Source: an optimization exercise on an open RTL-to-GDS flow (aim: small area and a short achievable clock period). Production flows keep margins and buffers that such runs may drop. The RTL was checked by simulation tests, not by an equivalence proof against the original design. Power and IR drop assume default switching activity.

==> flow/config.mk <==
export PLATFORM = sky130hd
export DESIGN_NAME = pwl
export DESIGN_NICKNAME = pwl
export VERILOG_FILES = /design/flow/design.v
export SDC_FILE = /design/flow/constraint.sdc
export NUM_CORES = 4
export LEC_CHECK = 0
export CAP_MARGIN = 20
export CORE_MARGIN = 2
export CORE_UTILIZATION = 40
export CTS_BUF_LIST = sky130_fd_sc_hd__clkbuf_4 sky130_fd_sc_hd__clkbuf_8
export SLEW_MARGIN = 20
export SYNTH_HIERARCHICAL = 1
export BUFFER_PORTS_ARGS = -buffer_cell sky130_fd_sc_hd__buf_1
export REMOVE_ABC_BUFFERS = 1
export CTS_ARGS = -sink_clustering_enable -repair_clock_nets -dont_use_dummy_load -buf_list "sky130_fd_sc_hd__clkbuf_4 sky130_fd_sc_hd__clkbuf_8"
export SETUP_SLACK_MARGIN = 5.2
export PRE_FLOORPLAN_TCL = /design/flow/flow/downsize.tcl
==> flow/constraint.sdc <==
create_clock -name core_clock -period 9.0 [get_ports {clk}]
set_input_delay 1.8000 -clock core_clock [delete_from_list [all_inputs] [get_ports {clk}]]
set_output_delay 1.8000 -clock core_clock [all_outputs]
set_load 0.01 [all_outputs]
==> flow/design.v <==
module pwl(
  input signed [13:0] x,
  input signed [13:0] x0,
  input signed [13:0] x1,
  input signed [13:0] x2,
  input signed [13:0] x3,
  input signed [13:0] x4,
  input signed [13:0] x5,
  input signed [13:0] x6,
  input signed [13:0] x7,
  input signed [13:0] x8,
  input signed [13:0] k0,
  input signed [13:0] k1,
  input signed [13:0] k2,
  input signed [13:0] k3,
  input signed [13:0] k4,
  input signed [13:0] k5,
  input signed [13:0] k6,
  input signed [13:0] k7,
  input signed [13:0] k8,
  input signed [13:0] k9,
  input signed [13:0] b0,
  input signed [13:0] b1,
  input signed [13:0] b2,
  input signed [13:0] b3,
  input signed [13:0] b4,
  input signed [13:0] b5,
  input signed [13:0] b6,
  input signed [13:0] b7,
  input signed [13:0] b8,
  input signed [13:0] b9,
  input clk,
  output reg signed [27:0] out
);
wire [8:0] ge;
wire [13:0] nx = ~x;
pwl_ge14 u_ge0(.nx(nx), .b(x0), .y(ge[0]));
pwl_ge14 u_ge1(.nx(nx), .b(x1), .y(ge[1]));
pwl_ge14 u_ge2(.nx(nx), .b(x2), .y(ge[2]));
pwl_ge14 u_ge3(.nx(nx), .b(x3), .y(ge[3]));
pwl_ge14 u_ge4(.nx(nx), .b(x4), .y(ge[4]));
pwl_ge14 u_ge5(.nx(nx), .b(x5), .y(ge[5]));
pwl_ge14 u_ge6(.nx(nx), .b(x6), .y(ge[6]));
pwl_ge14 u_ge7(.nx(nx), .b(x7), .y(ge[7]));
pwl_ge14 u_ge8(.nx(nx), .b(x8), .y(ge[8]));
wire [9:0] sel;
assign sel[0] = ~ge[8];
assign sel[1] = ge[8] & ~ge[7];
assign sel[2] = ge[7] & ~ge[6];
assign sel[3] = ge[6] & ~ge[5];
assign sel[4] = ge[5] & ~ge[4];
assign sel[5] = ge[4] & ~ge[3];
assign sel[6] = ge[3] & ~ge[2];
assign sel[7] = ge[2] & ~ge[1];
assign sel[8] = ge[1] & ~ge[0];
assign sel[9] = ge[0];
wire [27:0] kb_sel;
genvar g;
generate for (g = 0; g < 28; g = g + 1) begin : selb
  wire [9:0] d;
  if (g < 14) begin : kk
    assign d = {k9[g], k8[g], k7[g], k6[g], k5[g], k4[g], k3[g], k2[g], k1[g], k0[g]};
  end else begin : bb
    assign d = {b9[g-14], b8[g-14], b7[g-14], b6[g-14], b5[g-14], b4[g-14], b3[g-14], b2[g-14], b1[g-14], b0[g-14]};
  end
  pwl_sel10 u_sel(.s(sel), .d(d), .y(kb_sel[g]));
end endgenerate
wire [14:0] xe = {x, 1'b0};
wire [6:0] one_d, two_d, neg_d;
generate for (g = 0; g < 7; g = g + 1) begin : enc
  assign one_d[g] = xe[2*g+1] ^ xe[2*g];
  assign two_d[g] = (xe[2*g+2] & ~xe[2*g+1] & ~xe[2*g]) | (~xe[2*g+2] & xe[2*g+1] & xe[2*g]);
  assign neg_d[g] = xe[2*g+2];
end endgenerate
reg [13:0] k_r, b_r;
reg [6:0] one_r, two_r, neg_r;
always @(posedge clk) begin
  k_r <= kb_sel[13:0]; b_r <= kb_sel[27:14];
  one_r <= one_d; two_r <= two_d; neg_r <= neg_d;
end
wire pp0_0;
wire pp0_1;
wire pp0_2;
wire pp0_3;
wire pp0_4;
wire pp0_5;
wire pp0_6;
wire pp0_7;
wire pp0_8;
wire pp0_9;
wire pp0_10;
wire pp0_11;
wire pp0_12;
wire pp0_13;
wire pp0_14;
wire pp1_0;
wire pp1_1;
wire pp1_2;
wire pp1_3;
wire pp1_4;
wire pp1_5;
wire pp1_6;
wire pp1_7;
wire pp1_8;
wire pp1_9;
wire pp1_10;
wire pp1_11;
wire pp1_12;
wire pp1_13;
wire pp1_14;
wire pp2_0;
wire pp2_1;
wire pp2_2;
wire pp2_3;
wire pp2_4;
wire pp2_5;
wire pp2_6;
wire pp2_7;
wire pp2_8;
wire pp2_9;
wire pp2_10;
wire pp2_11;
wire pp2_12;
wire pp2_13;
wire pp2_14;
wire pp3_0;
wire pp3_1;
wire pp3_2;
wire pp3_3;
wire pp3_4;
wire pp3_5;
wire pp3_6;
wire pp3_7;
wire pp3_8;
wire pp3_9;
wire pp3_10;
wire pp3_11;
wire pp3_12;
wire pp3_13;
wire pp3_14;
wire pp4_0;
wire pp4_1;
wire pp4_2;
wire pp4_3;
wire pp4_4;
wire pp4_5;
wire pp4_6;
wire pp4_7;
wire pp4_8;
wire pp4_9;
wire pp4_10;
wire pp4_11;
wire pp4_12;
wire pp4_13;
wire pp4_14;
wire pp5_0;
wire pp5_1;
wire pp5_2;
wire pp5_3;
wire pp5_4;
wire pp5_5;
wire pp5_6;
wire pp5_7;
wire pp5_8;
wire pp5_9;
wire pp5_10;
wire pp5_11;
wire pp5_12;
wire pp5_13;
wire pp5_14;
wire pp6_0;
wire pp6_1;
wire pp6_2;
wire pp6_3;
wire pp6_4;
wire pp6_5;
wire pp6_6;
wire pp6_7;
wire pp6_8;
wire pp6_9;
wire pp6_10;
wire pp6_11;
wire pp6_12;
wire pp6_13;
wire pp6_14;
wire b13n;
wire n1;
wire n2;
wire n3;
wire n4;
wire n5;
wire n6;
wire n7;
wire s8, c9;
wire s10, c11;
wire s12, c13;
wire s14, c15;
wire s16, c17;
wire s18, c19;
wire s20, c21;
wire s22, c23;
wire s24, c25;
wire s26, c27;
wire s28, c29;
wire s30, c31;
wire s32, c33;
wire s34, c35;
wire s36, c37;
wire s38, c39;
wire s40, c41;
wire s42, c43;
wire s44, c45;
wire s46, c47;
wire s48, c49;
wire s50, c51;
wire s52, c53;
wire s54, c55;
wire s56, c57;
wire s58, c59;
wire s60, c61;
wire s62, c63;
wire s64, c65;
wire s66, c67;
wire s68, c69;
wire s70, c71;
wire s72, c73;
wire s74, c75;
wire s76, c77;
wire s78, c79;
wire s80, c81;
wire s82, c83;
wire s84, c85;
wire s86, c87;
wire s88, c89;
wire s90, c91;
wire s92, c93;
wire s94, c95;
wire s96, c97;
wire s98, c99;
wire s100, c101;
wire s102, c103;
wire s104, c105;
wire s106, c107;
wire s108, c109;
wire s110, c111;
wire s112, c113;
wire s114, c115;
wire s116, c117;
wire s118, c119;
wire s120, c121;
wire s122, c123;
wire s124, c125;
wire s126, c127;
wire s128, c129;
wire s130, c131;
wire s132, c133;
wire s134, c135;
wire s136, c137;
wire s138, c139;
wire s140, c141;
wire s142, c143;
wire s144, c145;
wire s146, c147;
wire s148, c149;
wire s150, c151;
wire s152, c153;
wire s154, c155;
wire s156, c157;
wire s158, c159;
wire s160, c161;
wire s162, c163;
wire s164, c165;
wire s166, c167;
wire s168, c169;
wire s170, c171;
wire s172, c173;
wire s174, c175;
wire s176, c177;
wire s178, c179;
wire s180, c181;
wire s182, c183;
wire s184, c185;
wire s186, c187;
wire s188, c189;
wire s190, c191;
wire s192, c193;
wire s194, c195;
wire s196, c197;
wire s198, c199;
wire s200, c201;
wire s202, c203;
wire s204, c205;
wire s206, c207;
wire s208, c209;
wire s210, c211;
wire s212, c213;
wire s214, c215;
wire s216, c217;
pwl_bpp0 u_pp0_0(.k1(k_r[0]), .one(one_r[0]), .neg(neg_r[0]), .y(pp0_0));
pwl_bpp u_pp0_1(.k1(k_r[1]), .k0(k_r[0]), .one(one_r[0]), .two(two_r[0]), .neg(neg_r[0]), .y(pp0_1));
pwl_bpp u_pp0_2(.k1(k_r[2]), .k0(k_r[1]), .one(one_r[0]), .two(two_r[0]), .neg(neg_r[0]), .y(pp0_2));
pwl_bpp u_pp0_3(.k1(k_r[3]), .k0(k_r[2]), .one(one_r[0]), .two(two_r[0]), .neg(neg_r[0]), .y(pp0_3));
pwl_bpp u_pp0_4(.k1(k_r[4]), .k0(k_r[3]), .one(one_r[0]), .two(two_r[0]), .neg(neg_r[0]), .y(pp0_4));
pwl_bpp u_pp0_5(.k1(k_r[5]), .k0(k_r[4]), .one(one_r[0]), .two(two_r[0]), .neg(neg_r[0]), .y(pp0_5));
pwl_bpp u_pp0_6(.k1(k_r[6]), .k0(k_r[5]), .one(one_r[0]), .two(two_r[0]), .neg(neg_r[0]), .y(pp0_6));
pwl_bpp u_pp0_7(.k1(k_r[7]), .k0(k_r[6]), .one(one_r[0]), .two(two_r[0]), .neg(neg_r[0]), .y(pp0_7));
pwl_bpp u_pp0_8(.k1(k_r[8]), .k0(k_r[7]), .one(one_r[0]), .two(two_r[0]), .neg(neg_r[0]), .y(pp0_8));
pwl_bpp u_pp0_9(.k1(k_r[9]), .k0(k_r[8]), .one(one_r[0]), .two(two_r[0]), .neg(neg_r[0]), .y(pp0_9));
pwl_bpp u_pp0_10(.k1(k_r[10]), .k0(k_r[9]), .one(one_r[0]), .two(two_r[0]), .neg(neg_r[0]), .y(pp0_10));
pwl_bpp u_pp0_11(.k1(k_r[11]), .k0(k_r[10]), .one(one_r[0]), .two(two_r[0]), .neg(neg_r[0]), .y(pp0_11));
pwl_bpp u_pp0_12(.k1(k_r[12]), .k0(k_r[11]), .one(one_r[0]), .two(two_r[0]), .neg(neg_r[0]), .y(pp0_12));
pwl_bpp u_pp0_13(.k1(k_r[13]), .k0(k_r[12]), .one(one_r[0]), .two(two_r[0]), .neg(neg_r[0]), .y(pp0_13));
pwl_bppn u_pp0_14(.k1(k_r[13]), .k0(k_r[13]), .one(one_r[0]), .two(two_r[0]), .neg(neg_r[0]), .y(pp0_14));
pwl_bpp0 u_pp1_0(.k1(k_r[0]), .one(one_r[1]), .neg(neg_r[1]), .y(pp1_0));
pwl_bpp u_pp1_1(.k1(k_r[1]), .k0(k_r[0]), .one(one_r[1]), .two(two_r[1]), .neg(neg_r[1]), .y(pp1_1));
pwl_bpp u_pp1_2(.k1(k_r[2]), .k0(k_r[1]), .one(one_r[1]), .two(two_r[1]), .neg(neg_r[1]), .y(pp1_2));
pwl_bpp u_pp1_3(.k1(k_r[3]), .k0(k_r[2]), .one(one_r[1]), .two(two_r[1]), .neg(neg_r[1]), .y(pp1_3));
pwl_bpp u_pp1_4(.k1(k_r[4]), .k0(k_r[3]), .one(one_r[1]), .two(two_r[1]), .neg(neg_r[1]), .y(pp1_4));
pwl_bpp u_pp1_5(.k1(k_r[5]), .k0(k_r[4]), .one(one_r[1]), .two(two_r[1]), .neg(neg_r[1]), .y(pp1_5));
pwl_bpp u_pp1_6(.k1(k_r[6]), .k0(k_r[5]), .one(one_r[1]), .two(two_r[1]), .neg(neg_r[1]), .y(pp1_6));
pwl_bpp u_pp1_7(.k1(k_r[7]), .k0(k_r[6]), .one(one_r[1]), .two(two_r[1]), .neg(neg_r[1]), .y(pp1_7));
pwl_bpp u_pp1_8(.k1(k_r[8]), .k0(k_r[7]), .one(one_r[1]), .two(two_r[1]), .neg(neg_r[1]), .y(pp1_8));
pwl_bpp u_pp1_9(.k1(k_r[9]), .k0(k_r[8]), .one(one_r[1]), .two(two_r[1]), .neg(neg_r[1]), .y(pp1_9));
pwl_bpp u_pp1_10(.k1(k_r[10]), .k0(k_r[9]), .one(one_r[1]), .two(two_r[1]), .neg(neg_r[1]), .y(pp1_10));
pwl_bpp u_pp1_11(.k1(k_r[11]), .k0(k_r[10]), .one(one_r[1]), .two(two_r[1]), .neg(neg_r[1]), .y(pp1_11));
pwl_bpp u_pp1_12(.k1(k_r[12]), .k0(k_r[11]), .one(one_r[1]), .two(two_r[1]), .neg(neg_r[1]), .y(pp1_12));
pwl_bpp u_pp1_13(.k1(k_r[13]), .k0(k_r[12]), .one(one_r[1]), .two(two_r[1]), .neg(neg_r[1]), .y(pp1_13));
pwl_bppn u_pp1_14(.k1(k_r[13]), .k0(k_r[13]), .one(one_r[1]), .two(two_r[1]), .neg(neg_r[1]), .y(pp1_14));
pwl_bpp0 u_pp2_0(.k1(k_r[0]), .one(one_r[2]), .neg(neg_r[2]), .y(pp2_0));
pwl_bpp u_pp2_1(.k1(k_r[1]), .k0(k_r[0]), .one(one_r[2]), .two(two_r[2]), .neg(neg_r[2]), .y(pp2_1));
pwl_bpp u_pp2_2(.k1(k_r[2]), .k0(k_r[1]), .one(one_r[2]), .two(two_r[2]), .neg(neg_r[2]), .y(pp2_2));
pwl_bpp u_pp2_3(.k1(k_r[3]), .k0(k_r[2]), .one(one_r[2]), .two(two_r[2]), .neg(neg_r[2]), .y(pp2_3));
pwl_bpp u_pp2_4(.k1(k_r[4]), .k0(k_r[3]), .one(one_r[2]), .two(two_r[2]), .neg(neg_r[2]), .y(pp2_4));
pwl_bpp u_pp2_5(.k1(k_r[5]), .k0(k_r[4]), .one(one_r[2]), .two(two_r[2]), .neg(neg_r[2]), .y(pp2_5));
pwl_bpp u_pp2_6(.k1(k_r[6]), .k0(k_r[5]), .one(one_r[2]), .two(two_r[2]), .neg(neg_r[2]), .y(pp2_6));
pwl_bpp u_pp2_7(.k1(k_r[7]), .k0(k_r[6]), .one(one_r[2]), .two(two_r[2]), .neg(neg_r[2]), .y(pp2_7));
pwl_bpp u_pp2_8(.k1(k_r[8]), .k0(k_r[7]), .one(one_r[2]), .two(two_r[2]), .neg(neg_r[2]), .y(pp2_8));
pwl_bpp u_pp2_9(.k1(k_r[9]), .k0(k_r[8]), .one(one_r[2]), .two(two_r[2]), .neg(neg_r[2]), .y(pp2_9));
pwl_bpp u_pp2_10(.k1(k_r[10]), .k0(k_r[9]), .one(one_r[2]), .two(two_r[2]), .neg(neg_r[2]), .y(pp2_10));
pwl_bpp u_pp2_11(.k1(k_r[11]), .k0(k_r[10]), .one(one_r[2]), .two(two_r[2]), .neg(neg_r[2]), .y(pp2_11));
pwl_bpp u_pp2_12(.k1(k_r[12]), .k0(k_r[11]), .one(one_r[2]), .two(two_r[2]), .neg(neg_r[2]), .y(pp2_12));
pwl_bpp u_pp2_13(.k1(k_r[13]), .k0(k_r[12]), .one(one_r[2]), .two(two_r[2]), .neg(neg_r[2]), .y(pp2_13));
pwl_bppn u_pp2_14(.k1(k_r[13]), .k0(k_r[13]), .one(one_r[2]), .two(two_r[2]), .neg(neg_r[2]), .y(pp2_14));
pwl_bpp0 u_pp3_0(.k1(k_r[0]), .one(one_r[3]), .neg(neg_r[3]), .y(pp3_0));
pwl_bpp u_pp3_1(.k1(k_r[1]), .k0(k_r[0]), .one(one_r[3]), .two(two_r[3]), .neg(neg_r[3]), .y(pp3_1));
pwl_bpp u_pp3_2(.k1(k_r[2]), .k0(k_r[1]), .one(one_r[3]), .two(two_r[3]), .neg(neg_r[3]), .y(pp3_2));
pwl_bpp u_pp3_3(.k1(k_r[3]), .k0(k_r[2]), .one(one_r[3]), .two(two_r[3]), .neg(neg_r[3]), .y(pp3_3));
pwl_bpp u_pp3_4(.k1(k_r[4]), .k0(k_r[3]), .one(one_r[3]), .two(two_r[3]), .neg(neg_r[3]), .y(pp3_4));
pwl_bpp u_pp3_5(.k1(k_r[5]), .k0(k_r[4]), .one(one_r[3]), .two(two_r[3]), .neg(neg_r[3]), .y(pp3_5));
pwl_bpp u_pp3_6(.k1(k_r[6]), .k0(k_r[5]), .one(one_r[3]), .two(two_r[3]), .neg(neg_r[3]), .y(pp3_6));
pwl_bpp u_pp3_7(.k1(k_r[7]), .k0(k_r[6]), .one(one_r[3]), .two(two_r[3]), .neg(neg_r[3]), .y(pp3_7));
pwl_bpp u_pp3_8(.k1(k_r[8]), .k0(k_r[7]), .one(one_r[3]), .two(two_r[3]), .neg(neg_r[3]), .y(pp3_8));
pwl_bpp u_pp3_9(.k1(k_r[9]), .k0(k_r[8]), .one(one_r[3]), .two(two_r[3]), .neg(neg_r[3]), .y(pp3_9));
pwl_bpp u_pp3_10(.k1(k_r[10]), .k0(k_r[9]), .one(one_r[3]), .two(two_r[3]), .neg(neg_r[3]), .y(pp3_10));
pwl_bpp u_pp3_11(.k1(k_r[11]), .k0(k_r[10]), .one(one_r[3]), .two(two_r[3]), .neg(neg_r[3]), .y(pp3_11));
pwl_bpp u_pp3_12(.k1(k_r[12]), .k0(k_r[11]), .one(one_r[3]), .two(two_r[3]), .neg(neg_r[3]), .y(pp3_12));
pwl_bpp u_pp3_13(.k1(k_r[13]), .k0(k_r[12]), .one(one_r[3]), .two(two_r[3]), .neg(neg_r[3]), .y(pp3_13));
pwl_bppn u_pp3_14(.k1(k_r[13]), .k0(k_r[13]), .one(one_r[3]), .two(two_r[3]), .neg(neg_r[3]), .y(pp3_14));
pwl_bpp0 u_pp4_0(.k1(k_r[0]), .one(one_r[4]), .neg(neg_r[4]), .y(pp4_0));
pwl_bpp u_pp4_1(.k1(k_r[1]), .k0(k_r[0]), .one(one_r[4]), .two(two_r[4]), .neg(neg_r[4]), .y(pp4_1));
pwl_bpp u_pp4_2(.k1(k_r[2]), .k0(k_r[1]), .one(one_r[4]), .two(two_r[4]), .neg(neg_r[4]), .y(pp4_2));
pwl_bpp u_pp4_3(.k1(k_r[3]), .k0(k_r[2]), .one(one_r[4]), .two(two_r[4]), .neg(neg_r[4]), .y(pp4_3));
pwl_bpp u_pp4_4(.k1(k_r[4]), .k0(k_r[3]), .one(one_r[4]), .two(two_r[4]), .neg(neg_r[4]), .y(pp4_4));
pwl_bpp u_pp4_5(.k1(k_r[5]), .k0(k_r[4]), .one(one_r[4]), .two(two_r[4]), .neg(neg_r[4]), .y(pp4_5));
pwl_bpp u_pp4_6(.k1(k_r[6]), .k0(k_r[5]), .one(one_r[4]), .two(two_r[4]), .neg(neg_r[4]), .y(pp4_6));
pwl_bpp u_pp4_7(.k1(k_r[7]), .k0(k_r[6]), .one(one_r[4]), .two(two_r[4]), .neg(neg_r[4]), .y(pp4_7));
pwl_bpp u_pp4_8(.k1(k_r[8]), .k0(k_r[7]), .one(one_r[4]), .two(two_r[4]), .neg(neg_r[4]), .y(pp4_8));
pwl_bpp u_pp4_9(.k1(k_r[9]), .k0(k_r[8]), .one(one_r[4]), .two(two_r[4]), .neg(neg_r[4]), .y(pp4_9));
pwl_bpp u_pp4_10(.k1(k_r[10]), .k0(k_r[9]), .one(one_r[4]), .two(two_r[4]), .neg(neg_r[4]), .y(pp4_10));
pwl_bpp u_pp4_11(.k1(k_r[11]), .k0(k_r[10]), .one(one_r[4]), .two(two_r[4]), .neg(neg_r[4]), .y(pp4_11));
pwl_bpp u_pp4_12(.k1(k_r[12]), .k0(k_r[11]), .one(one_r[4]), .two(two_r[4]), .neg(neg_r[4]), .y(pp4_12));
pwl_bpp u_pp4_13(.k1(k_r[13]), .k0(k_r[12]), .one(one_r[4]), .two(two_r[4]), .neg(neg_r[4]), .y(pp4_13));
pwl_bppn u_pp4_14(.k1(k_r[13]), .k0(k_r[13]), .one(one_r[4]), .two(two_r[4]), .neg(neg_r[4]), .y(pp4_14));
pwl_bpp0 u_pp5_0(.k1(k_r[0]), .one(one_r[5]), .neg(neg_r[5]), .y(pp5_0));
pwl_bpp u_pp5_1(.k1(k_r[1]), .k0(k_r[0]), .one(one_r[5]), .two(two_r[5]), .neg(neg_r[5]), .y(pp5_1));
pwl_bpp u_pp5_2(.k1(k_r[2]), .k0(k_r[1]), .one(one_r[5]), .two(two_r[5]), .neg(neg_r[5]), .y(pp5_2));
pwl_bpp u_pp5_3(.k1(k_r[3]), .k0(k_r[2]), .one(one_r[5]), .two(two_r[5]), .neg(neg_r[5]), .y(pp5_3));
pwl_bpp u_pp5_4(.k1(k_r[4]), .k0(k_r[3]), .one(one_r[5]), .two(two_r[5]), .neg(neg_r[5]), .y(pp5_4));
pwl_bpp u_pp5_5(.k1(k_r[5]), .k0(k_r[4]), .one(one_r[5]), .two(two_r[5]), .neg(neg_r[5]), .y(pp5_5));
pwl_bpp u_pp5_6(.k1(k_r[6]), .k0(k_r[5]), .one(one_r[5]), .two(two_r[5]), .neg(neg_r[5]), .y(pp5_6));
pwl_bpp u_pp5_7(.k1(k_r[7]), .k0(k_r[6]), .one(one_r[5]), .two(two_r[5]), .neg(neg_r[5]), .y(pp5_7));
pwl_bpp u_pp5_8(.k1(k_r[8]), .k0(k_r[7]), .one(one_r[5]), .two(two_r[5]), .neg(neg_r[5]), .y(pp5_8));
pwl_bpp u_pp5_9(.k1(k_r[9]), .k0(k_r[8]), .one(one_r[5]), .two(two_r[5]), .neg(neg_r[5]), .y(pp5_9));
pwl_bpp u_pp5_10(.k1(k_r[10]), .k0(k_r[9]), .one(one_r[5]), .two(two_r[5]), .neg(neg_r[5]), .y(pp5_10));
pwl_bpp u_pp5_11(.k1(k_r[11]), .k0(k_r[10]), .one(one_r[5]), .two(two_r[5]), .neg(neg_r[5]), .y(pp5_11));
pwl_bpp u_pp5_12(.k1(k_r[12]), .k0(k_r[11]), .one(one_r[5]), .two(two_r[5]), .neg(neg_r[5]), .y(pp5_12));
pwl_bpp u_pp5_13(.k1(k_r[13]), .k0(k_r[12]), .one(one_r[5]), .two(two_r[5]), .neg(neg_r[5]), .y(pp5_13));
pwl_bppn u_pp5_14(.k1(k_r[13]), .k0(k_r[13]), .one(one_r[5]), .two(two_r[5]), .neg(neg_r[5]), .y(pp5_14));
pwl_bpp0 u_pp6_0(.k1(k_r[0]), .one(one_r[6]), .neg(neg_r[6]), .y(pp6_0));
pwl_bpp u_pp6_1(.k1(k_r[1]), .k0(k_r[0]), .one(one_r[6]), .two(two_r[6]), .neg(neg_r[6]), .y(pp6_1));
pwl_bpp u_pp6_2(.k1(k_r[2]), .k0(k_r[1]), .one(one_r[6]), .two(two_r[6]), .neg(neg_r[6]), .y(pp6_2));
pwl_bpp u_pp6_3(.k1(k_r[3]), .k0(k_r[2]), .one(one_r[6]), .two(two_r[6]), .neg(neg_r[6]), .y(pp6_3));
pwl_bpp u_pp6_4(.k1(k_r[4]), .k0(k_r[3]), .one(one_r[6]), .two(two_r[6]), .neg(neg_r[6]), .y(pp6_4));
pwl_bpp u_pp6_5(.k1(k_r[5]), .k0(k_r[4]), .one(one_r[6]), .two(two_r[6]), .neg(neg_r[6]), .y(pp6_5));
pwl_bpp u_pp6_6(.k1(k_r[6]), .k0(k_r[5]), .one(one_r[6]), .two(two_r[6]), .neg(neg_r[6]), .y(pp6_6));
pwl_bpp u_pp6_7(.k1(k_r[7]), .k0(k_r[6]), .one(one_r[6]), .two(two_r[6]), .neg(neg_r[6]), .y(pp6_7));
pwl_bpp u_pp6_8(.k1(k_r[8]), .k0(k_r[7]), .one(one_r[6]), .two(two_r[6]), .neg(neg_r[6]), .y(pp6_8));
pwl_bpp u_pp6_9(.k1(k_r[9]), .k0(k_r[8]), .one(one_r[6]), .two(two_r[6]), .neg(neg_r[6]), .y(pp6_9));
pwl_bpp u_pp6_10(.k1(k_r[10]), .k0(k_r[9]), .one(one_r[6]), .two(two_r[6]), .neg(neg_r[6]), .y(pp6_10));
pwl_bpp u_pp6_11(.k1(k_r[11]), .k0(k_r[10]), .one(one_r[6]), .two(two_r[6]), .neg(neg_r[6]), .y(pp6_11));
pwl_bpp u_pp6_12(.k1(k_r[12]), .k0(k_r[11]), .one(one_r[6]), .two(two_r[6]), .neg(neg_r[6]), .y(pp6_12));
pwl_bpp u_pp6_13(.k1(k_r[13]), .k0(k_r[12]), .one(one_r[6]), .two(two_r[6]), .neg(neg_r[6]), .y(pp6_13));
pwl_bppn u_pp6_14(.k1(k_r[13]), .k0(k_r[13]), .one(one_r[6]), .two(two_r[6]), .neg(neg_r[6]), .y(pp6_14));
assign b13n = ~b_r[13];
assign n1 = ~b13n;
assign n2 = ~pp6_3;
assign n3 = ~pp6_5;
assign n4 = ~pp6_7;
assign n5 = ~pp6_9;
assign n6 = ~pp6_11;
assign n7 = ~pp6_13;
pwl_fa u_s8(.a(neg_r[0]), .b(b_r[0]), .c(pp0_0), .s(s8), .co(c9));
pwl_fa u_s10(.a(b_r[1]), .b(pp0_1), .c(c9), .s(s10), .co(c11));
pwl_fa u_s12(.a(neg_r[1]), .b(b_r[2]), .c(pp0_2), .s(s12), .co(c13));
pwl_fa u_s14(.a(pp1_0), .b(s12), .c(c11), .s(s14), .co(c15));
pwl_fa u_s16(.a(b_r[3]), .b(pp0_3), .c(pp1_1), .s(s16), .co(c17));
pwl_fa u_s18(.a(c13), .b(s16), .c(c15), .s(s18), .co(c19));
pwl_fa u_s20(.a(neg_r[2]), .b(b_r[4]), .c(pp0_4), .s(s20), .co(c21));
pwl_fa u_s22(.a(pp1_2), .b(pp2_0), .c(c17), .s(s22), .co(c23));
pwl_fa u_s24(.a(s20), .b(s22), .c(c19), .s(s24), .co(c25));
pwl_fa u_s26(.a(b_r[5]), .b(pp0_5), .c(pp1_3), .s(s26), .co(c27));
pwl_fa u_s28(.a(pp2_1), .b(c21), .c(s26), .s(s28), .co(c29));
pwl_ha u_s30(.a(c23), .b(s28), .s(s30), .co(c31));
pwl_fa u_s32(.a(neg_r[3]), .b(b_r[6]), .c(pp0_6), .s(s32), .co(c33));
pwl_fa u_s34(.a(pp1_4), .b(pp2_2), .c(pp3_0), .s(s34), .co(c35));
pwl_fa u_s36(.a(c27), .b(s32), .c(s34), .s(s36), .co(c37));
pwl_fa u_s38(.a(c29), .b(s36), .c(c31), .s(s38), .co(c39));
pwl_fa u_s40(.a(b_r[7]), .b(pp0_7), .c(pp1_5), .s(s40), .co(c41));
pwl_fa u_s42(.a(pp2_3), .b(pp3_1), .c(c33), .s(s42), .co(c43));
pwl_fa u_s44(.a(c35), .b(s40), .c(c37), .s(s44), .co(c45));
pwl_fa u_s46(.a(s42), .b(s44), .c(c39), .s(s46), .co(c47));
pwl_fa u_s48(.a(neg_r[4]), .b(b_r[8]), .c(pp0_8), .s(s48), .co(c49));
pwl_fa u_s50(.a(pp1_6), .b(pp2_4), .c(pp3_2), .s(s50), .co(c51));
pwl_fa u_s52(.a(pp4_0), .b(c41), .c(s48), .s(s52), .co(c53));
pwl_fa u_s54(.a(s50), .b(c43), .c(s52), .s(s54), .co(c55));
pwl_ha u_s56(.a(c45), .b(s54), .s(s56), .co(c57));
pwl_fa u_s58(.a(b_r[9]), .b(pp0_9), .c(pp1_7), .s(s58), .co(c59));
pwl_fa u_s60(.a(pp2_5), .b(pp3_3), .c(pp4_1), .s(s60), .co(c61));
pwl_fa u_s62(.a(c49), .b(c51), .c(s58), .s(s62), .co(c63));
pwl_fa u_s64(.a(s60), .b(c53), .c(s62), .s(s64), .co(c65));
pwl_fa u_s66(.a(c55), .b(s64), .c(c57), .s(s66), .co(c67));
pwl_fa u_s68(.a(neg_r[5]), .b(b_r[10]), .c(pp0_10), .s(s68), .co(c69));
pwl_fa u_s70(.a(pp1_8), .b(pp2_6), .c(pp3_4), .s(s70), .co(c71));
pwl_fa u_s72(.a(pp4_2), .b(pp5_0), .c(c59), .s(s72), .co(c73));
pwl_fa u_s74(.a(c61), .b(s68), .c(s70), .s(s74), .co(c75));
pwl_fa u_s76(.a(c63), .b(s72), .c(s74), .s(s76), .co(c77));
pwl_ha u_s78(.a(c65), .b(s76), .s(s78), .co(c79));
pwl_fa u_s80(.a(b_r[11]), .b(pp0_11), .c(pp1_9), .s(s80), .co(c81));
pwl_fa u_s82(.a(pp2_7), .b(pp3_5), .c(pp4_3), .s(s82), .co(c83));
pwl_fa u_s84(.a(pp5_1), .b(c69), .c(c71), .s(s84), .co(c85));
pwl_fa u_s86(.a(s80), .b(s82), .c(c73), .s(s86), .co(c87));
pwl_fa u_s88(.a(c75), .b(s84), .c(s86), .s(s88), .co(c89));
pwl_fa u_s90(.a(c77), .b(c79), .c(s88), .s(s90), .co(c91));
pwl_fa u_s92(.a(neg_r[6]), .b(b_r[12]), .c(pp0_12), .s(s92), .co(c93));
pwl_fa u_s94(.a(pp1_10), .b(pp2_8), .c(pp3_6), .s(s94), .co(c95));
pwl_fa u_s96(.a(pp4_4), .b(pp5_2), .c(pp6_0), .s(s96), .co(c97));
pwl_fa u_s98(.a(c81), .b(c83), .c(s92), .s(s98), .co(c99));
pwl_fa u_s100(.a(s94), .b(s96), .c(c85), .s(s100), .co(c101));
pwl_fa u_s102(.a(s98), .b(c87), .c(s100), .s(s102), .co(c103));
pwl_ha u_s104(.a(c89), .b(s102), .s(s104), .co(c105));
pwl_fa u_s106(.a(n1), .b(pp0_13), .c(pp1_11), .s(s106), .co(c107));
pwl_fa u_s108(.a(pp2_9), .b(pp3_7), .c(pp4_5), .s(s108), .co(c109));
pwl_fa u_s110(.a(pp5_3), .b(pp6_1), .c(c93), .s(s110), .co(c111));
pwl_fa u_s112(.a(c95), .b(c97), .c(s106), .s(s112), .co(c113));
pwl_fa u_s114(.a(s108), .b(c99), .c(s110), .s(s114), .co(c115));
pwl_fa u_s116(.a(s112), .b(c101), .c(s114), .s(s116), .co(c117));
pwl_ha u_s118(.a(c103), .b(s116), .s(s118), .co(c119));
pwl_fa u_s120(.a(b13n), .b(pp0_14), .c(pp1_12), .s(s120), .co(c121));
pwl_fa u_s122(.a(pp2_10), .b(pp3_8), .c(pp4_6), .s(s122), .co(c123));
pwl_fa u_s124(.a(pp5_4), .b(pp6_2), .c(c107), .s(s124), .co(c125));
pwl_fa u_s126(.a(c109), .b(s120), .c(s122), .s(s126), .co(c127));
pwl_fa u_s128(.a(c111), .b(c113), .c(s124), .s(s128), .co(c129));
pwl_fa u_s130(.a(s126), .b(c115), .c(s128), .s(s130), .co(c131));
pwl_ha u_s132(.a(c117), .b(s130), .s(s132), .co(c133));
pwl_fa u_s134(.a(pp1_13), .b(pp2_11), .c(pp3_9), .s(s134), .co(c135));
pwl_fa u_s136(.a(pp4_7), .b(pp5_5), .c(n2), .s(s136), .co(c137));
pwl_fa u_s138(.a(c121), .b(c123), .c(s134), .s(s138), .co(c139));
pwl_fa u_s140(.a(s136), .b(c125), .c(c127), .s(s140), .co(c141));
pwl_fa u_s142(.a(s138), .b(c129), .c(s140), .s(s142), .co(c143));
pwl_ha u_s144(.a(c131), .b(s142), .s(s144), .co(c145));
pwl_fa u_s146(.a(pp1_14), .b(pp2_12), .c(pp3_10), .s(s146), .co(c147));
pwl_fa u_s148(.a(pp4_8), .b(pp5_6), .c(pp6_4), .s(s148), .co(c149));
pwl_fa u_s150(.a(pp6_3), .b(c135), .c(s146), .s(s150), .co(c151));
pwl_fa u_s152(.a(s148), .b(c137), .c(c139), .s(s152), .co(c153));
pwl_fa u_s154(.a(s150), .b(c141), .c(s152), .s(s154), .co(c155));
pwl_ha u_s156(.a(c143), .b(s154), .s(s156), .co(c157));
pwl_fa u_s158(.a(pp2_13), .b(pp3_11), .c(pp4_9), .s(s158), .co(c159));
pwl_fa u_s160(.a(pp5_7), .b(n3), .c(c147), .s(s160), .co(c161));
pwl_fa u_s162(.a(c149), .b(s158), .c(c151), .s(s162), .co(c163));
pwl_fa u_s164(.a(s160), .b(c153), .c(s162), .s(s164), .co(c165));
pwl_ha u_s166(.a(c155), .b(s164), .s(s166), .co(c167));
pwl_fa u_s168(.a(pp2_14), .b(pp3_12), .c(pp4_10), .s(s168), .co(c169));
pwl_fa u_s170(.a(pp5_8), .b(pp6_6), .c(pp6_5), .s(s170), .co(c171));
pwl_fa u_s172(.a(c159), .b(s168), .c(s170), .s(s172), .co(c173));
pwl_fa u_s174(.a(c161), .b(s172), .c(c163), .s(s174), .co(c175));
pwl_ha u_s176(.a(c165), .b(s174), .s(s176), .co(c177));
pwl_fa u_s178(.a(pp3_13), .b(pp4_11), .c(pp5_9), .s(s178), .co(c179));
pwl_fa u_s180(.a(n4), .b(c169), .c(c171), .s(s180), .co(c181));
pwl_fa u_s182(.a(s178), .b(c173), .c(s180), .s(s182), .co(c183));
pwl_ha u_s184(.a(s182), .b(c175), .s(s184), .co(c185));
pwl_fa u_s186(.a(pp3_14), .b(pp4_12), .c(pp5_10), .s(s186), .co(c187));
pwl_fa u_s188(.a(pp6_8), .b(pp6_7), .c(c179), .s(s188), .co(c189));
pwl_fa u_s190(.a(s186), .b(c181), .c(s188), .s(s190), .co(c191));
pwl_ha u_s192(.a(c183), .b(s190), .s(s192), .co(c193));
pwl_fa u_s194(.a(pp4_13), .b(pp5_11), .c(n5), .s(s194), .co(c195));
pwl_fa u_s196(.a(c187), .b(s194), .c(c189), .s(s196), .co(c197));
pwl_fa u_s198(.a(c191), .b(s196), .c(c193), .s(s198), .co(c199));
pwl_fa u_s200(.a(pp4_14), .b(pp5_12), .c(pp6_10), .s(s200), .co(c201));
pwl_fa u_s202(.a(pp6_9), .b(s200), .c(c195), .s(s202), .co(c203));
pwl_ha u_s204(.a(s202), .b(c197), .s(s204), .co(c205));
pwl_fa u_s206(.a(pp5_13), .b(n6), .c(c201), .s(s206), .co(c207));
pwl_fa u_s208(.a(s206), .b(c203), .c(c205), .s(s208), .co(c209));
pwl_fa u_s210(.a(pp5_14), .b(pp6_12), .c(pp6_11), .s(s210), .co(c211));
pwl_fa u_s212(.a(s210), .b(c207), .c(c209), .s(s212), .co(c213));
pwl_ha u_s214(.a(n7), .b(c211), .s(s214), .co(c215));
pwl_fa u_s216(.a(pp6_14), .b(pp6_13), .c(c215), .s(s216), .co(c217));
reg [41:0] r2;
always @(posedge clk) r2 <= {c217, s216, s214, c213, s212, s208, s204, c199, s198, s192, c185, s184, c177, s176, c167, s166, c157, s156, c145, s144, c133, s132, c119, s118, c105, s104, c91, s90, s78, c67, s66, s56, c47, s46, s38, s30, c25, s24, s18, s14, s10, s8};
wire cs228, cc229;
pwl_ha u_cs228(.a(r2[5]), .b(r2[6]), .s(cs228), .co(cc229));
wire cs234, cc235;
pwl_ha u_cs234(.a(r2[9]), .b(r2[10]), .s(cs234), .co(cc235));
wire cs236, cc237;
pwl_ha u_cs236(.a(r2[11]), .b(cc235), .s(cs236), .co(cc237));
wire cs238, cc239;
pwl_fa u_cs238(.a(r2[12]), .b(r2[13]), .c(cc237), .s(cs238), .co(cc239));
wire cs240, cc241;
pwl_ha u_cs240(.a(r2[14]), .b(cc239), .s(cs240), .co(cc241));
wire cin242 = cc229;
wire cin243 = cc241 | ((r2[7] & r2[8] & cs234 & cs236 & cs238 & cs240) & cin242);
wire cs244, cc245;
pwl_ha u_cs244(.a(r2[15]), .b(r2[16]), .s(cs244), .co(cc245));
wire cs246, cc247;
pwl_fa u_cs246(.a(r2[17]), .b(r2[18]), .c(cc245), .s(cs246), .co(cc247));
wire cs248, cc249;
pwl_fa u_cs248(.a(r2[19]), .b(r2[20]), .c(cc247), .s(cs248), .co(cc249));
wire cs250, cc251;
pwl_fa u_cs250(.a(r2[21]), .b(r2[22]), .c(cc249), .s(cs250), .co(cc251));
wire cs252, cc253;
pwl_fa u_cs252(.a(r2[23]), .b(r2[24]), .c(cc251), .s(cs252), .co(cc253));
wire cs254, cc255;
pwl_fa u_cs254(.a(r2[25]), .b(r2[26]), .c(cc253), .s(cs254), .co(cc255));
wire cin256 = cin243;
wire cin257 = cc255 | ((cs244 & cs246 & cs248 & cs250 & cs252 & cs254) & cin256);
wire cs258, cc259;
pwl_ha u_cs258(.a(r2[27]), .b(r2[28]), .s(cs258), .co(cc259));
wire cs260, cc261;
pwl_fa u_cs260(.a(r2[29]), .b(r2[30]), .c(cc259), .s(cs260), .co(cc261));
wire cs262, cc263;
pwl_fa u_cs262(.a(r2[31]), .b(r2[32]), .c(cc261), .s(cs262), .co(cc263));
wire cs264, cc265;
pwl_ha u_cs264(.a(r2[33]), .b(cc263), .s(cs264), .co(cc265));
wire cs266, cc267;
pwl_fa u_cs266(.a(r2[34]), .b(r2[35]), .c(cc265), .s(cs266), .co(cc267));
wire cin268 = cin257;
wire cin269 = cc267 | ((cs258 & cs260 & cs262 & cs264 & cs266) & cin268);
wire cs274, cc275;
pwl_ha u_cs274(.a(r2[38]), .b(r2[39]), .s(cs274), .co(cc275));
wire cs276, cc277;
pwl_ha u_cs276(.a(r2[40]), .b(cc275), .s(cs276), .co(cc277));
wire cs278;
assign cs278 = ~(r2[41] ^ cc277);
wire cin280 = cin269;
wire cin281 = 1'b0 | ((r2[36] & r2[37] & cs274 & cs276 & cs278) & cin280);
reg [27:0] s_r;
reg [3:0] ci_r;
always @(posedge clk) begin
  s_r <= {cs278, cs276, cs274, r2[37], r2[36], cs266, cs264, cs262, cs260, cs258, cs254, cs252, cs250, cs248, cs246, cs244, cs240, cs238, cs236, cs234, r2[8], r2[7], cs228, r2[4], r2[3], r2[2], r2[1], r2[0]};
  ci_r <= {cin280, cin268, cin256, cin242};
end
always @(*) out = {(s_r[27] ^ (ci_r[3] & s_r[23] & s_r[24] & s_r[25] & s_r[26])), (s_r[26] ^ (ci_r[3] & s_r[23] & s_r[24] & s_r[25])), (s_r[25] ^ (ci_r[3] & s_r[23] & s_r[24])), (s_r[24] ^ (ci_r[3] & s_r[23])), (s_r[23] ^ (ci_r[3])), (s_r[22] ^ (ci_r[2] & s_r[18] & s_r[19] & s_r[20] & s_r[21])), (s_r[21] ^ (ci_r[2] & s_r[18] & s_r[19] & s_r[20])), (s_r[20] ^ (ci_r[2] & s_r[18] & s_r[19])), (s_r[19] ^ (ci_r[2] & s_r[18])), (s_r[18] ^ (ci_r[2])), (s_r[17] ^ (ci_r[1] & s_r[12] & s_r[13] & s_r[14] & s_r[15] & s_r[16])), (s_r[16] ^ (ci_r[1] & s_r[12] & s_r[13] & s_r[14] & s_r[15])), (s_r[15] ^ (ci_r[1] & s_r[12] & s_r[13] & s_r[14])), (s_r[14] ^ (ci_r[1] & s_r[12] & s_r[13])), (s_r[13] ^ (ci_r[1] & s_r[12])), (s_r[12] ^ (ci_r[1])), (s_r[11] ^ (ci_r[0] & s_r[6] & s_r[7] & s_r[8] & s_r[9] & s_r[10])), (s_r[10] ^ (ci_r[0] & s_r[6] & s_r[7] & s_r[8] & s_r[9])), (s_r[9] ^ (ci_r[0] & s_r[6] & s_r[7] & s_r[8])), (s_r[8] ^ (ci_r[0] & s_r[6] & s_r[7])), (s_r[7] ^ (ci_r[0] & s_r[6])), (s_r[6] ^ (ci_r[0])), s_r[5], s_r[4], s_r[3], s_r[2], s_r[1], s_r[0]};
endmodule
module pwl_ge14(input [13:0] nx, input [13:0] b, output y);
  wire [13:0] g, p;
  assign g[12:0] = ~(nx[12:0] | b[12:0]);
  assign p[12:0] = ~(nx[12:0] & b[12:0]);
  assign g[13] = nx[13] & b[13];
  assign p[13] = nx[13] | b[13];
  wire g10 = g[1] | (p[1] & p[0]);
  wire g32 = g[3] | (p[3] & g[2]);  wire p32 = p[3] & p[2];
  wire g54 = g[5] | (p[5] & g[4]);  wire p54 = p[5] & p[4];
  wire g76 = g[7] | (p[7] & g[6]);  wire p76 = p[7] & p[6];
  wire g98 = g[9] | (p[9] & g[8]);  wire p98 = p[9] & p[8];
  wire gba = g[11] | (p[11] & g[10]); wire pba = p[11] & p[10];
  wire gdc = g[13] | (p[13] & g[12]); wire pdc = p[13] & p[12];
  wire g3_0 = g32 | (p32 & g10);
  wire g7_4 = g76 | (p76 & g54); wire p7_4 = p76 & p54;
  wire gb_8 = gba | (pba & g98); wire pb_8 = pba & p98;
  wire g7_0 = g7_4 | (p7_4 & g3_0);
  wire gd_8 = gdc | (pdc & gb_8); wire pd_8 = pdc & pb_8;
  assign y = gd_8 | (pd_8 & g7_0);
endmodule
module pwl_sel10(input [9:0] s, input [9:0] d, output y);
  wire n0, n1, n2, n3;
  pwl_aoi222 u0(.s(s[2:0]), .d(d[2:0]), .yn(n0));
  pwl_aoi222 u1(.s(s[5:3]), .d(d[5:3]), .yn(n1));
  pwl_aoi222 u2(.s(s[8:6]), .d(d[8:6]), .yn(n2));
  assign n3 = ~(s[9] & d[9]);
  assign y = ~(n0 & n1 & n2 & n3);
endmodule
module pwl_aoi222(input [2:0] s, input [2:0] d, output yn);
  assign yn = ~((s[0] & d[0]) | (s[1] & d[1]) | (s[2] & d[2]));
endmodule
module pwl_bpp(input k1, input k0, input one, input two, input neg, output y);
  assign y = ((one & k1) | (two & k0)) ^ neg;
endmodule
module pwl_bpp0(input k1, input one, input neg, output y);
  assign y = (one & k1) ^ neg;
endmodule
module pwl_bppn(input k1, input k0, input one, input two, input neg, output y);
  assign y = ~(((one & k1) | (two & k0)) ^ neg);
endmodule
module pwl_fa(input a, input b, input c, output s, output co);
  assign s = a ^ b ^ c;
  assign co = (a & b) | (a & c) | (b & c);
endmodule
module pwl_ha(input a, input b, output s, output co);
  assign s = a ^ b;
  assign co = a & b;
endmodule
module pwl_ha1(input a, input b, output s, output co);
  assign s = ~(a ^ b);
  assign co = a | b;
endmodule
module pwl_ha_nn(input a, input b, output s, output co);
  assign s = a ^ b;
  assign co = ~(a | b);
endmodule
module pwl_ha_pn(input a, input b, output s, output co);
  assign s = a ^ b;
  assign co = a & ~b;
endmodule
==> flow/flow/run.sh <==
#!/bin/bash
# Standard ORFS layout (the standard.sh) with these changes:
#  - port buffers use sky130_fd_sc_hd__buf_1 instead of the resizer's default choice;
#  - buffers left by synthesis are removed at floorplan (repair_design re-buffers as needed);
#  - before floorplan every combinational cell is swapped for the smallest-area cell of the
#    same function (flow/downsize.tcl); later timing/design repair upsizes where needed;
#  - clock tree synthesis adds no dummy loads;
#  - timing repair aims at a setup slack of 5.2 ns against the 9 ns clock.
set -euo pipefail
here=$(pwd)
cat >> config.mk <<EOC
export BUFFER_PORTS_ARGS = -buffer_cell sky130_fd_sc_hd__buf_1
export REMOVE_ABC_BUFFERS = 1
export CTS_ARGS = -sink_clustering_enable -repair_clock_nets -dont_use_dummy_load -buf_list "sky130_fd_sc_hd__clkbuf_4 sky130_fd_sc_hd__clkbuf_8"
export SETUP_SLACK_MARGIN = 5.2
export PRE_FLOORPLAN_TCL = $here/flow/downsize.tcl
EOC
bash standard.sh > standard_flow.log 2>&1
==> flow/flow/downsize.tcl <==
# Replace each combinational cell with the smallest-area cell of the same function
# (same name stem, other drive strength). Registers, adders and tie cells are kept.
set n 0
set saved 0.0
foreach inst [get_cells *] {
  set cell [get_lib_cells -of_objects $inst]
  set ref [get_name $cell]
  if {![regexp {^(sky130_fd_sc_hd__[a-z0-9]+)_([0-9]+)$} $ref -> stem drive]} { continue }
  if {[regexp {__(df|dl|sdf|edf|fa|ha|conb|tap|clk|fill|decap|diode)} $stem]} { continue }
  set best $ref
  set best_area [get_property $cell area]
  foreach cand [get_lib_cells ${stem}_*] {
    set cname [get_name $cand]
    if {![regexp "^${stem}_\[0-9\]+\$" $cname]} { continue }
    set a [get_property $cand area]
    if {$a < $best_area - 1e-6} { set best $cname; set best_area $a }
  }
  if {$best ne $ref} {
    set saved [expr {$saved + [get_property $cell area] - $best_area}]
    replace_cell $inst $best
    incr n
  }
}
puts "downsize: replaced $n cells, saved [format %.1f $saved] um2"
==> flow/standard.sh <==
#!/bin/bash
# synth_recipe.tcl (not shown) runs the flow's synth.tcl, then flattens the netlist and writes it again
# the make line also repeats each setting of config.mk as NAME=value (left out here)
make -C /OpenROAD-flow-scripts/flow DESIGN_CONFIG=/design/flow/config.mk WORK_HOME=/design/flow/orfs CLKGATE_MAP_FILE= SYNTH_SCRIPT=/design/flow/synth_recipe.tcl "${@:-finish}"
==> results.cfg, run 1 <==
[critical_path]
timing.reg2reg.worst_path_depth = 6
setup.reg_to_reg.worst_slack_ns = 5.25
max_fanout_on_critical_path = 9
arrival_time_of_the_worst_setup_path_ns = 4.14
timing.critical_path.from_type = primary input
r2r-end = r2[14]
reg2reg_from = neg_r[1]
criticalPathCategory = in -> reg
cp-end-kind = flop
critPathRequiredTime_ns = 9.28

[clock_network]
cts.reportedPaths.clkPinSlew_ns = 0.08
cts_inserted_buffers = 17
ctsRootBufferMaster = sky130_fd_sc_hd__clkbuf_8
h-tree-depth = 4
cts.sinks = 123
cts_tree = yes
worst_skew_pair.late_latency_ns = 0.45
cts_buffer_depth = 2

[global_route]
grt_max_degree = 30
grt_remaining_overflow = 0
initial_antenna_violation_count = 8
globalRouteTotalUtil = 0.3640
grt_first_pass_wirelength_um = 69900
first_global_vias = 11170

[sta]
report.final.slew_viol_count = 0
finalHoldViolCount = 0
timing_worst_slew_pin_value_ns = 1.168
fin_tns_setup_ns = 0
worst_slack_ns = 5.144
worst_clock_skew_ns = 0.03892
max_clock_freq_ghz = 0.2593
finalHoldWorstSlack_ns = 0.3325
ratio_of_final_minimum_period_to_clock_period = 0.4285
timing.max_slew.rel_slack = 0.2203
count_of_endpoints_failing_setup_in_the_final_report = 0
rsz0062_at_grt = true
period_needed_ns = 3.856

[detailed_routing]
detail_route.first_pass.iterations = 12
initialDrtViolationCount = 1991
detail_route.vias_per_cell = 6.420
totalWireLength_um = 50600
remaining_drc_errors = 0
detail-route-antenna-nets = 0
via_total_after_detailed_routing = 11750
route.detailed.wl_per_inst_um = 27.65

[status]
status = complete, no violations

[worst_hold_path]
holdCritStartpoint = r2[1]
hold_path.class = reg -> reg
timing.hold.worst_endpoint = s_r[1]
hold_path_cell_cnt = 0

[finish]
final_net_count = 2061
most-common-layout-cells = sky130_fd_sc_hd__buf_1, sky130_fd_sc_hd__a22oi_1, sky130_fd_sc_hd__dfxtp_1, sky130_fd_sc_hd__fa_1, sky130_fd_sc_hd__xnor2_1
final_cell_count_no_fill = 1830
mostFrequentLayoutCell = sky130_fd_sc_hd__buf_1
postLayoutCoreUtil = 0.5479
design_area_mm2 = 0.01332
final.fill_count = 2315
drive_gt1_frac = 0.1009

[power]
ir_worst_vdd_mv = 0.1530
power_density_normalized_to_cell_area_mw_per_mm2 = 286.7
fin_total_pwr_mw = 3.819
cellLeakagePower_nw = 4.670

[die]
die_area_mm2 = 0.02598
start_util = 0.4063
core_area_mm2 = 0.02432
io_pins = 449
die_y_um = 161.2
floorplan.die.width_um = 161.2
std_cell_rows = 57

[synthesis]
yosys_warning_total = 7
syn_inst = 973

[flow_run]
drv.max_cap_violation_count = 0

[place]
placed_cells = 1751
detailed_place.area_mm2 = 0.01206
post-dp-hpwl_um = 38170
preCtsSetupSlack_ns = 4.050
gp_routability_congestion = 1.097
numPortBuffers = 448
-- metal layers --
layer | vias to the layer above | wire length (um) | global-route usage
met4 | 2 | 2032 | 0.1157
met1 | 5719 | 20500 | 0.5055
met2 | 903 | 21570 | 0.5431
met5 | - | 12 | 0
met3 | 142 | 6485 | 0.1115
li1 | 4983 | - | -
-- power breakdown --
group	internal [mW]	switching, mW
registers	0.821	0.183
logic	1.11	1.33
clock network	0.166	0.206
total	2.10	1.72
-- repair_timing --
item	4_1_cts	5_1_grt
cloned	8	6
hold buffers	0	0
setup buffers	26	13
pin swaps	11	34
gates resized for setup	59	72
setup endpoints to repair	30	32
-- cell type report --
class	count	area (um2)	share of cell area
diodes	9	22.52	0.001690
clock buffers	17	234.0	0.01756
inverters	25	145.1	0.01089
multi-input cells	819	7522	0.5646
flip-flops and latches	123	2465	0.1850
well taps	324	405.4	0.03043
repair buffers	506	2477	0.1859
repair inverters	7	52.55	0.003944
-- worst max-delay path, cell delays in order --
cell and delay [ns]:
sky130_fd_sc_hd__buf_12 0.11, sky130_fd_sc_hd__clkinvlp_4 0.11, sky130_fd_sc_hd__buf_12 0.14, sky130_fd_sc_hd__buf_12 0.11
sky130_fd_sc_hd__buf_6 0.10, sky130_fd_sc_hd__o2bb2ai_4 0.05, sky130_fd_sc_hd__a211oi_2 0.24, sky130_fd_sc_hd__nand3_1 0.11
sky130_fd_sc_hd__o21a_1 0.22, sky130_fd_sc_hd__inv_4 0.11, sky130_fd_sc_hd__buf_12 0.16, sky130_fd_sc_hd__nor2_4 0.07
sky130_fd_sc_hd__buf_12 0.16, sky130_fd_sc_hd__a222oi_1 0.46, sky130_fd_sc_hd__nand4_1 0.18
-- flip-flops by register name (all words and copies together), names as in the netlist --
register,count
r2,42
s_r,28
b_r,14
k_r,14
neg_r,7
one_r,7
two_r,7
ci_r,4
-- worst max path at each step --
stage	start	to	slack (ns)
floorplan	x[10]	b_r[0]	4.35
global placement	x[10]	b_r[10]	4.13
detailed placement	x[10]	k_r[5]	4.05
CTS	x[10]	k_r[5]	5.19
global route	x[10]	b_r[3]	5.15
finish	x[10]	b_r[3]	5.14
==> run 2: changes to the inputs <==
==> flow/flow/run.sh (replaced) <==
#!/bin/bash
# Standard ORFS layout (the standard.sh) with these changes:
#  - port buffers use sky130_fd_sc_hd__buf_1 instead of the resizer's default choice;
#  - buffers left by synthesis are removed at floorplan (repair_design re-buffers as needed);
#  - before floorplan every combinational cell is swapped for the smallest-area cell of the
#    same function (flow/downsize.tcl); later timing/design repair upsizes where needed;
#  - clock tree synthesis adds no dummy loads.
set -euo pipefail
here=$(pwd)
cat >> config.mk <<EOC
export BUFFER_PORTS_ARGS = -buffer_cell sky130_fd_sc_hd__buf_1
export REMOVE_ABC_BUFFERS = 1
export CTS_ARGS = -sink_clustering_enable -repair_clock_nets -dont_use_dummy_load -buf_list "sky130_fd_sc_hd__clkbuf_4 sky130_fd_sc_hd__clkbuf_8"
export PRE_FLOORPLAN_TCL = $here/flow/downsize.tcl
EOC
bash standard.sh > standard_flow.log 2>&1
--- a/flow/config.mk
+++ b/flow/config.mk
@@ -9,10 +9,10 @@
 export CORE_MARGIN = 2
 export CORE_UTILIZATION = 40
 export CTS_BUF_LIST = sky130_fd_sc_hd__clkbuf_4 sky130_fd_sc_hd__clkbuf_8
+export SETUP_SLACK_MARGIN = 5
 export SLEW_MARGIN = 20
 export SYNTH_HIERARCHICAL = 1
 export BUFFER_PORTS_ARGS = -buffer_cell sky130_fd_sc_hd__buf_1
 export REMOVE_ABC_BUFFERS = 1
 export CTS_ARGS = -sink_clustering_enable -repair_clock_nets -dont_use_dummy_load -buf_list "sky130_fd_sc_hd__clkbuf_4 sky130_fd_sc_hd__clkbuf_8"
-export SETUP_SLACK_MARGIN = 5.2
 export PRE_FLOORPLAN_TCL = /design/flow/flow/downsize.tcl
==> run 2 against run 1 <==
Still clean. Cell count is 1.1% lower. Synthesized cell count stayed put. Global-route usage fell by 0.48 points. Critical endpoint is now b_r[12]. Highest routed layer is now met4.
==> results.cfg, run 2 <==
[detailed_routing]
remaining_drc_errors = 0
detail_route.vias_per_cell = 6.359
initialDrtViolationCount = 2000
totalWireLength_um = 48540
detail-route-antenna-nets = 0
detail_route.first_pass.iterations = 7
route.detailed.wl_per_inst_um = 26.82
via_total_after_detailed_routing = 11510

[power]
power_frac_clock = 0.099
p_switching_mw = 1.682
ir_worst_vdd_mv = 0.1537
cellLeakagePower_nw = 4.463
p_sw_frac = 0.4502
p_seq_frac = 0.268
share_comb_of_total_power = 0.633
power_report.internal_total_mw = 2.054
power_density_normalized_to_cell_area_mw_per_mm2 = 292.6

[sta]
timing.max_slew.rel_slack = 0.2120
timing_worst_slew_pin_value_ns = 1.180
report.final.slew_viol_count = 0
worst_clock_skew_ns = 0.03941
period_needed_ns = 3.997
finalHoldWorstSlack_ns = 0.3299
rsz0062_at_grt = true
ratio_of_final_minimum_period_to_clock_period = 0.4441
count_of_endpoints_failing_setup_in_the_final_report = 0
max_clock_freq_ghz = 0.2502
finalHoldViolCount = 0
fin_tns_setup_ns = 0

[finish]
final.fill_count = 2383
final_net_count = 2042
mostFrequentLayoutCell = sky130_fd_sc_hd__buf_1
final_cell_count_no_fill = 1810
most-common-layout-cells = sky130_fd_sc_hd__buf_1, sky130_fd_sc_hd__a22oi_1, sky130_fd_sc_hd__dfxtp_1, sky130_fd_sc_hd__fa_1, sky130_fd_sc_hd__xnor2_1
drive_gt1_frac = 0.07037
largest_register_ff_count = 42
max_flop_register = r2
layout_top_registers = r2: 42 flops, s_r: 28 flops

[global_route]
first_global_vias = 11060
initial_antenna_violation_count = 7
grt_max_degree = 30
grt_remaining_overflow = 0
globalRouteTotalUtil = 0.3591
grt_first_pass_wirelength_um = 69200

[clock_network]
cts_buffer_depth = 2
cts_inserted_buffers = 17
h-tree-depth = 4
cts.hold.buffers_added = 0
ctsRootBufferMaster = sky130_fd_sc_hd__clkbuf_8
cts.reportedPaths.clkPinSlew_ns = 0.10
cts_tree = yes
cts.sinks = 123
worst_skew_pair.late_latency_ns = 0.46

[die]
die_y_um = 161.2
io_pins = 449
start_util = 0.4063
std_cell_rows = 57
core_area_mm2 = 0.02432
die_area_mm2 = 0.02598
floorplan.die.width_um = 161.2

[place]
post-dp-hpwl_um = 38170
gp_routability_congestion = 1.097
numPortBuffers = 448
placed_cells = 1751

[worst_hold_path]
hold_path.class = reg -> reg

[critical_path]
criticalPathCategory = in -> reg
setup.reg_to_reg.worst_slack_ns = 5.24
cp-end-kind = flop
critPathRequiredTime_ns = 9.26
max_fanout_on_critical_path = 28
arrival_time_of_the_worst_setup_path_ns = 4.26
timing.critical_path.from_type = primary input

[synthesis]
syn_inst = 973
yosys_warning_total = 7

[flow_run]
drv.max_cap_violation_count = 0

[status]
status = complete, no violations
run 2: critical path: stages:
cell and delay (ns):
sky130_fd_sc_hd__clkbuf_4 0.18, sky130_fd_sc_hd__clkinvlp_4 0.16, sky130_fd_sc_hd__buf_4 0.20, sky130_fd_sc_hd__or2_0 0.24, sky130_fd_sc_hd__a211oi_2 0.23, sky130_fd_sc_hd__nand3_1 0.10, sky130_fd_sc_hd__o21a_1 0.21, sky130_fd_sc_hd__nor2b_2 0.16
sky130_fd_sc_hd__buf_6 0.18, sky130_fd_sc_hd__a222oi_1 0.55, sky130_fd_sc_hd__nand4_1 0.23
run 2: metrics by stage:
step	setup WS, ns	area (um2)	util	power [mW]
after floorplan	4.350	9859	-	2.409
after global placement	4.133	12060	0.4958	3.290
after detailed placement	4.050	12060	0.4958	3.315
after CTS	5.000	12570	0.5167	3.722
after global routing	4.957	12760	0.5249	4.089
final	5.003	12770	0.5251	3.737
run 2: layout make-up:
type,count,area (um2),share of cell area
Timing Repair Buffer,487,2079,0.1628
Clock buffer,17,234.0,0.01832
Timing Repair inverter,7,47.55,0.003723
Multi-Input combinational cell,819,7378,0.5778
Antenna cell,8,20.02,0.001568
Inverter,25,142.6,0.01117
Tap cell,324,405.4,0.03175
Sequential cell,123,2462,0.1928
run 2: final timing paths:
path / endpoint / depth (start not counted) / start
worst min register to register: s_r[2] / 0 / r2[2]
worst max register to register: r2[14] / 6 / neg_r[1]
worst min-delay path: s_r[2] / 0 / r2[2]
worst max-delay path: b_r[12] / 11 / x[13]
run 2: routing by layer:
layer,track usage,vias to the layer above,routed length (um)
met2,0.5334,817,21130
met3,0.1153,113,6068
met4,0.1173,0,1516
li1,-,4947,-
met1,0.4963,5633,19820
met5,0,-,0
run 2: power by group through the flow:
stage                     clock [mW]  sequential [mW]  combinational, mW
after detailed placement           0             1.01               2.30
after global placement             0             1.01               2.28
after floorplan                    0            0.957               1.45
after CTS                      0.379            0.999               2.34
after global routing           0.401             1.02               2.66
final                          0.371             1.00               2.37
run 2: repair_timing:
| action | 4_1_cts | 5_1_grt |
|---|---|---|
| cloned | 7 | 0 |
| pin swaps | 3 | 7 |
| endpoints found under the setup margin | 28 | 28 |
| resized for setup | 25 | 36 |
| buffers inserted | 19 | 8 |
==> run 3: changes to the inputs <==
--- a/flow/flow/run.sh
+++ b/flow/flow/run.sh
@@ -4,13 +4,15 @@
 #  - buffers left by synthesis are removed at floorplan (repair_design re-buffers as needed);
 #  - before floorplan every combinational cell is swapped for the smallest-area cell of the
 #    same function (flow/downsize.tcl); later timing/design repair upsizes where needed;
-#  - clock tree synthesis adds no dummy loads.
+#  - clock tree synthesis adds no dummy loads;
+#  - timing repair aims at a setup slack of 5.1 ns against the 9 ns clock.
 set -euo pipefail
 here=$(pwd)
 cat >> config.mk <<EOC
 export BUFFER_PORTS_ARGS = -buffer_cell sky130_fd_sc_hd__buf_1
 export REMOVE_ABC_BUFFERS = 1
 export CTS_ARGS = -sink_clustering_enable -repair_clock_nets -dont_use_dummy_load -buf_list "sky130_fd_sc_hd__clkbuf_4 sky130_fd_sc_hd__clkbuf_8"
+export SETUP_SLACK_MARGIN = 5.1
 export PRE_FLOORPLAN_TCL = $here/flow/downsize.tcl
 EOC
 bash standard.sh > standard_flow.log 2>&1
--- a/flow/config.mk
+++ b/flow/config.mk
@@ -9,10 +9,10 @@
 export CORE_MARGIN = 2
 export CORE_UTILIZATION = 40
 export CTS_BUF_LIST = sky130_fd_sc_hd__clkbuf_4 sky130_fd_sc_hd__clkbuf_8
-export SETUP_SLACK_MARGIN = 5
 export SLEW_MARGIN = 20
 export SYNTH_HIERARCHICAL = 1
 export BUFFER_PORTS_ARGS = -buffer_cell sky130_fd_sc_hd__buf_1
 export REMOVE_ABC_BUFFERS = 1
 export CTS_ARGS = -sink_clustering_enable -repair_clock_nets -dont_use_dummy_load -buf_list "sky130_fd_sc_hd__clkbuf_4 sky130_fd_sc_hd__clkbuf_8"
+export SETUP_SLACK_MARGIN = 5.1
 export PRE_FLOORPLAN_TCL = /design/flow/flow/downsize.tcl
==> run 3 against run 2 <==
Worst setup slack better by 0.15 ns. Highest routed layer unchanged. Cell count grew 0.33%. Hold slack lost 0.0013 ns. Combinational power hardly changed. Critical path depth rose by 4. Power up 0.80%. Routed wire length grew 1.8%. Register-to-register slack gained 0.02 ns. Sequential share of layout area decreased by 0.25 points. Critical path type unchanged. Design area up 1.4%.
==> results.cfg, run 3 <==
[global_route]
globalRouteTotalUtil = 0.3613
grt_remaining_overflow = 0
grt_first_pass_wirelength_um = 69540
first_global_vias = 11110
initial_antenna_violation_count = 7
grt_max_degree = 30

[critical_path]
timing.critical_path.from_type = primary input
cp_cell_sequence = buf_4 -> clkinvlp_4 -> buf_12 -> buf_12 -> buf_4 -> o2bb2ai_1 -> a211oi_2 -> nand3_1 -> o21a_1 -> inv_4 -> buf_12 -> nor2_2 -> buf_8 -> a222oi_1 -> nand4_1
worst-path-buf-inv = 8
crit_path_top_delay_cell = sky130_fd_sc_hd__a222oi_1
critPathRequiredTime_ns = 9.30
max_fanout_on_critical_path = 28
arrival_time_of_the_worst_setup_path_ns = 4.14
cp_common_cell = sky130_fd_sc_hd__buf_12
worst_path_dominant_cell_family = buffers and inverters
cp-end-kind = flop
cp_slowest_stage_delay_ns = 0.45
criticalPathCategory = in -> reg

[place]
post-dp-hpwl_um = 38170
numPortBuffers = 448
gp_routability_congestion = 1.097

[die]
std_cell_rows = 57
floorplan.die.width_um = 161.2
die_area_mm2 = 0.02598
die_y_um = 161.2
core_area_mm2 = 0.02432
io_pins = 449
start_util = 0.4063

[finish]
mostFrequentLayoutCell = sky130_fd_sc_hd__buf_1
layout_top_registers = r2: 42 flops, s_r: 28 flops
drive_gt1_frac = 0.08086
largest_register_ff_count = 42
final.fill_count = 2364
most-common-layout-cells = sky130_fd_sc_hd__buf_1, sky130_fd_sc_hd__a22oi_1, sky130_fd_sc_hd__dfxtp_1, sky130_fd_sc_hd__fa_1, sky130_fd_sc_hd__xnor2_1
final_net_count = 2048
max_flop_register = r2

[worst_hold_path]
hold_path.class = reg -> reg

[clock_network]
cts_inserted_buffers = 17
cts.reportedPaths.clkPinSlew_ns = 0.10
cts.sinks = 123
cts_tree = yes
cts_buffer_depth = 2
worst_skew_pair.late_latency_ns = 0.46
ctsRootBufferMaster = sky130_fd_sc_hd__clkbuf_8
h-tree-depth = 4

[sta]
count_of_endpoints_failing_setup_in_the_final_report = 0
worst_clock_skew_ns = 0.03964
period_needed_ns = 3.842
ratio_of_final_minimum_period_to_clock_period = 0.4269
rsz0062_at_grt = true
finalHoldViolCount = 0
report.final.slew_viol_count = 0
timing.max_slew.rel_slack = 0.2301
timing_worst_slew_pin_value_ns = 1.153
fin_tns_setup_ns = 0
max_clock_freq_ghz = 0.2603

[synthesis]
syn_inst = 973
yosys_warning_total = 7

[status]
status = complete, no violations

[power]
ir_worst_vdd_mv = 0.1537
cellLeakagePower_nw = 4.533
power_density_normalized_to_cell_area_mw_per_mm2 = 290.9
fin_total_pwr_mw = 3.766

[detailed_routing]
via_total_after_detailed_routing = 11590
remaining_drc_errors = 0
route.detailed.wl_per_inst_um = 27.20
detail-route-antenna-nets = 0
detail_route.first_pass.iterations = 9
totalWireLength_um = 49400
detail_route.vias_per_cell = 6.381
initialDrtViolationCount = 2039

[flow_run]
drv.max_cap_violation_count = 0
[run 3: cell type report]
| class | instances | area [um2] | share of cell area |
|---|---|---|---|
| repair buffers | 493 | 2206 | 0.1704 |
| clock buffers | 17 | 234.0 | 0.01807 |
| flip-flops and latches | 123 | 2464 | 0.1903 |
| well taps | 324 | 405.4 | 0.03131 |
| repair inverters | 7 | 50.05 | 0.003866 |
| inverters | 25 | 145.1 | 0.01121 |
| diodes | 8 | 20.02 | 0.001546 |
| multi-input cells | 819 | 7422 | 0.5733 |
[run 3: power by group]
part | total, mW | internal (mW) | switching (mW)
logic | 2.39 | 1.08 | 1.31
clock network | 0.372 | 0.166 | 0.205
registers | 1.00 | 0.821 | 0.181
[run 3: repair_timing]
action / in CTS / in global routing
endpoints found under the setup margin: 28 / 29
gates cloned: 7 / 2
hold buffers: 0 / 0
setup buffers: 25 / 6
endpoints found under the hold margin: 0 / 0
resized for setup: 38 / 53
pin swaps: 5 / 24
[run 3: final timing paths]
check                           startpoint  endpoint  slack [ns]  cells after the start
worst max-delay path                 x[10]    b_r[3]        5.16                     15
worst min-delay path                 r2[2]    s_r[2]        0.33                      0
worst max register to register    neg_r[1]    r2[14]        5.26                      6
worst min register to register       r2[2]    s_r[2]        0.33                      0
[run 3: metal layers]
| layer | part of all wire | routed length (um) | global-route usage |
|---|---|---|---|
| met4 | 0.033 | 1630 | 0.1100 |
| met3 | 0.12 | 6128 | 0.1125 |
| met1 | 0.41 | 20090 | 0.5016 |
| met2 | 0.44 | 21550 | 0.5404 |
| met5 | 0 | 0 | 0 |
[run 3: metrics by stage]
stage | setup WS [ns] | hold slack, ns | util | cell area (um2) | instances
global placement | 4.133 | 0.3110 | 0.4958 | 12060 | 1751
finish | 5.158 | 0.3286 | 0.5323 | 12950 | 1816
global route | 5.079 | 0.3354 | 0.5321 | 12940 | 1814
detailed placement | 4.050 | 0.3143 | 0.4958 | 12060 | 1751
CTS | 5.106 | 0.3279 | 0.5212 | 12670 | 1800
floorplan | 4.350 | 0.3096 | - | 9859 | 967

Setup slack of run 3, layout unchanged: 5.158 ns with ideal ports, 5.149 ns with driving cells assumed (clock clkbuf_16, inputs buf_2), 4.669 ns with port delays also shifted by the 0.481 ns mid clock arrival.
